This is an optimization exercise on Yosys and OpenROAD, whose aim is small area, not a production implementation.
The clock port is modelled as an ideal driver, which makes a skipped or thinned clock tree look cheaper than it is; a real chip needs a root buffer or a tree.
Power and IR drop assume default switching activity.

== run A ==
Design top, start of the top module:
module top (
    input  logic clk,
    input  logic rst,
    output logic RGB_R,
    output logic RGB_G,
    output logic RGB_B
);
clock: 10.0 ns
lec_check: 0
cap_margin: 20
core_margin: 2
core_utilization: 40
cts_buf_list: sky130_fd_sc_hd__clkbuf_8
slew_margin: 20
standard.sh (not shown) runs the stock make flow with config.mk's settings and CLKGATE_MAP_FILE= SYNTH_SCRIPT=/design/flow/synth_recipe.tcl, a recipe that flattens the netlist after the stock synthesis.
==> flow/flow/run.sh <==
#!/bin/bash
# Standard ORFS layout, with two changes:
#  - synthesis maps logic with an area-oriented ABC script (flow/abc_area.script)
#    and without the half/full adder cell map; everything else in synthesis,
#    including flip-flop mapping and naming, is the standard synth_recipe.tcl.
#  - port buffers use the smallest buffer cell.
set -euo pipefail
cd "$(dirname "$0")/.."
W=$PWD
rm -rf "$W/scripts_area"
cp -r "$FLOW_HOME/scripts" "$W/scripts_area"
cp "$W/flow/abc_area.script" "$W/scripts_area/abc_speed.script"
bash standard.sh SCRIPTS_DIR="$W/scripts_area" ADDER_MAP_FILE= synth > "$W/synth.log" 2>&1
bash standard.sh "BUFFER_PORTS_ARGS=-buffer_cell sky130_fd_sc_hd__buf_1" finish > "$W/layout.log" 2>&1
==> flow/flow/abc_area.script <==
strash
dc2
dch -f
amap
strash
dc2
dch -f
amap
For run B, these inputs were changed with respect to run A:
- CTS_BUF_LIST: sky130_fd_sc_hd__clkbuf_8 -> unset
==> flow/flow/run.sh <==
#!/bin/bash
# Standard ORFS layout, with these changes:
#  - synthesis maps logic with an area-oriented ABC script (flow/abc_area.script)
#    and without the half/full adder cell map; everything else in synthesis,
#    including flip-flop mapping and naming, is the standard synth_recipe.tcl.
#  - port buffers use the smallest buffer cell.
#  - clock tree synthesis takes its arguments from flow/cts_args; then
#    flow/post_cts.tcl resizes or collapses the tree as flow/clk_cells says.
# Each tool's output goes to a log file in the work folder (synth.log, layout.log)
# besides ORFS's own per-step logs under orfs/logs.
set -euo pipefail
cd "$(dirname "$0")/.."
W=$PWD
rm -rf "$W/scripts_area"
cp -r "$FLOW_HOME/scripts" "$W/scripts_area"
cp "$W/flow/abc_area.script" "$W/scripts_area/abc_speed.script"
bash standard.sh SCRIPTS_DIR="$W/scripts_area" ADDER_MAP_FILE= synth > "$W/synth.log" 2>&1
bash standard.sh "BUFFER_PORTS_ARGS=-buffer_cell sky130_fd_sc_hd__buf_1" \
    "CTS_ARGS=$(cat "$W/flow/cts_args")" POST_CTS_TCL="$W/flow/post_cts.tcl" \
    $(cat "$W/flow/clk_cells") finish > "$W/layout.log" 2>&1
==> flow/flow/clk_cells (new file) <==
CLK_COLLAPSE=1 CLK_LEAF_CELL=sky130_fd_sc_hd__clkbuf_8 CLK_ROOT_CELL=sky130_fd_sc_hd__clkbuf_16
==> flow/flow/cts_args (new file) <==
-sink_clustering_enable -repair_clock_nets -buf_list sky130_fd_sc_hd__clkbuf_8
==> flow/flow/post_cts.tcl (new file) <==
# After clock tree synthesis: collapse the clock tree into one buffer.
# The clock port drives a single buffer (CLK_ROOT_CELL), which drives every
# register's clock pin; the leaf buffers CTS made are removed.
set block [ord::get_db_block]
set db [ord::get_db]
set root [$block findInst clkbuf_0_clk]
set rootnet [[$root findITerm X] getNet]
set leaves {}
foreach it [$rootnet getITerms] {
  set inst [$it getInst]
  if { $inst != $root && [string match "sky130_fd_sc_hd__clkbuf_*" [[$inst getMaster] getName]] } {
    lappend leaves $inst
  }
}
if { $::env(CLK_COLLAPSE) } {
  foreach inst $leaves {
    set leafnet [[$inst findITerm X] getNet]
    foreach it [$leafnet getITerms] {
      if { [$it getInst] != $inst } {
        $it disconnect
        $it connect $rootnet
      }
    }
    odb::dbInst_destroy $inst
    odb::dbNet_destroy $leafnet
  }
} else {
  foreach inst $leaves {
    $inst swapMaster [$db findMaster $::env(CLK_LEAF_CELL)]
  }
}
$root swapMaster [$db findMaster $::env(CLK_ROOT_CELL)]
detailed_placement
check_placement -verbose
[summary]
- Higher final instance area among run A and run B: run A
- The portion of the layout cell area used by non-clock buffers was comparable across run A and run B.
- Logic depth of the worst path, buffers included: run A vs run B identical
- Between run B and run A, it is run B whose fraction of layout cells with a size suffix above 1 is lower, by 1.2 points.
#### Input delta (run C over run B)
-- flow/flow/run.sh --
<<< run B, line 6
#  - port buffers use the smallest buffer cell.
#  - clock tree synthesis takes its arguments from flow/cts_args; then
#    flow/post_cts.tcl resizes or collapses the tree as flow/clk_cells says.
# Each tool's output goes to a log file in the work folder (synth.log, layout.log)
>>> run C, line 6
#  - port buffers use the smallest buffer cell.
#  - clock tree synthesis takes its arguments from flow/cts_args.
# Each tool's output goes to a log file in the work folder (synth.log, layout.log)
<<< run B, line 18
bash standard.sh "BUFFER_PORTS_ARGS=-buffer_cell sky130_fd_sc_hd__buf_1" \
    "CTS_ARGS=$(cat "$W/flow/cts_args")" POST_CTS_TCL="$W/flow/post_cts.tcl" \
    $(cat "$W/flow/clk_cells") finish > "$W/layout.log" 2>&1
>>> run C, line 17
bash standard.sh "BUFFER_PORTS_ARGS=-buffer_cell sky130_fd_sc_hd__buf_1" \
    "CTS_ARGS=$(cat "$W/flow/cts_args")" finish > "$W/layout.log" 2>&1
==> flow/flow/cts_args <==
-repair_clock_nets -root_buf sky130_fd_sc_hd__clkbuf_8 -buf_list sky130_fd_sc_hd__clkbuf_8
removed: flow/flow/clk_cells
removed: flow/flow/post_cts.tcl
--- outcome ---
The higher global-route met1 utilization of run C and run B is in run B.
Sequential power share: run C vs run B down 4.7 points
Power per unit of standard cell area grows by a few percent when moving from run B to run C.
Delta (run C minus run B): power moved up, worst hold slack level.
The lower share of total power in the clock network of run C and run B is in run B.
Run C against run B: die area flat, cell area after layout up about 1.2%.
Looking at count of clock-buffer cells in the layout, run C sits 2 above run B.
### run C -> run D
-- flow/flow/run.sh --
<<< run C, line 6
#  - port buffers use the smallest buffer cell.
#  - clock tree synthesis takes its arguments from flow/cts_args.
# Each tool's output goes to a log file in the work folder (synth.log, layout.log)
>>> run D, line 6
#  - port buffers use the smallest buffer cell.
#  - clock tree synthesis takes its arguments from flow/cts_args; then
#    flow/post_cts.tcl resizes or collapses the tree as flow/clk_cells says.
# Each tool's output goes to a log file in the work folder (synth.log, layout.log)
<<< run C, line 17
bash standard.sh "BUFFER_PORTS_ARGS=-buffer_cell sky130_fd_sc_hd__buf_1" \
    "CTS_ARGS=$(cat "$W/flow/cts_args")" finish > "$W/layout.log" 2>&1
>>> run D, line 18
bash standard.sh "BUFFER_PORTS_ARGS=-buffer_cell sky130_fd_sc_hd__buf_1" \
    "CTS_ARGS=$(cat "$W/flow/cts_args")" POST_CTS_TCL="$W/flow/post_cts.tcl" \
    $(cat "$W/flow/clk_cells") finish > "$W/layout.log" 2>&1
==> flow/flow/clk_cells (new file) <==
CLK_COLLAPSE=0 CLK_LEAF_CELL=sky130_fd_sc_hd__clkbuf_8 CLK_ROOT_CELL=sky130_fd_sc_hd__clkbuf_2
==> flow/flow/cts_args <==
-sink_clustering_enable -repair_clock_nets -buf_list sky130_fd_sc_hd__clkbuf_8
==> flow/flow/post_cts.tcl (new file) <==
# After clock tree synthesis: collapse the clock tree into one buffer.
# The clock port drives a single buffer (CLK_ROOT_CELL), which drives every
# register's clock pin; the leaf buffers CTS made are removed.
set block [ord::get_db_block]
set db [ord::get_db]
set root [$block findInst clkbuf_0_clk]
set rootnet [[$root findITerm X] getNet]
set leaves {}
foreach it [$rootnet getITerms] {
  set inst [$it getInst]
  if { $inst != $root && [string match "sky130_fd_sc_hd__clkbuf_*" [[$inst getMaster] getName]] } {
    lappend leaves $inst
  }
}
if { $::env(CLK_COLLAPSE) } {
  foreach inst $leaves {
    set leafnet [[$inst findITerm X] getNet]
    foreach it [$leafnet getITerms] {
      if { [$it getInst] != $inst } {
        $it disconnect
        $it connect $rootnet
      }
    }
    odb::dbInst_destroy $inst
    odb::dbNet_destroy $leafnet
  }
} else {
  foreach inst $leaves {
    $inst swapMaster [$db findMaster $::env(CLK_LEAF_CELL)]
  }
}
$root swapMaster [$db findMaster $::env(CLK_ROOT_CELL)]
detailed_placement
check_placement -verbose
Results
The fraction of area in clock buffers and inverters in run D sits 0.65 points below the value recorded for run C. Relative to run C, run D improves cell area. Looking at run C and run D, the hold slack is a wash. The utilization number comes out higher for run C vs run D. [compare] base=run C new=run D: clock group power saw a decrease; data-path buffer share of cell area in the final layout saw little to no change; number of hold violations in the final report saw little to no change. Between run D and run C, it is run D whose period utilization is higher, by 0.33 points. Run D against run C: data arrival at the endpoint of the critical path climbed 0.04 ns; setup slack shrank by 0.033 ns. The minimum period implied by the final worst setup slack of run D exceeds that of run C by 0.033 ns.
No run of this note included a check of the RTL's function; only the layout flow was run.

[re-timing with driven ports]
No port has a modelled driver above. Below, the same layouts with a new extraction and two added sets of constraints.
Step 1, drivers: a clkbuf_16 drives clk and a buf_2 each remaining input, both assumed.
Step 2, shift: input delay + t, output delay - t, t = (earliest + latest rising clock arrival at the registers) / 2. This alone moves slack from input paths to output paths.
a / b / c = no drivers / after step 1 / after step 2; a / b = the first two.
run	t, ns	setup slack, ns	clock arrival spread, ns	pins driven straight from the clock port
run A	0.291	5.767 / 5.744 / 6.036	0.001 / 0.001	1
run B	0.189	5.855 / 5.828 / 6.017	0.004 / 0.004	1
run C	0.291	5.767 / 5.744 / 6.036	0.001 / 0.001	1
run D	0.324	5.734 / 5.714 / 6.037	0.001 / 0.001	1
After both steps every run listed still meets setup and hold.
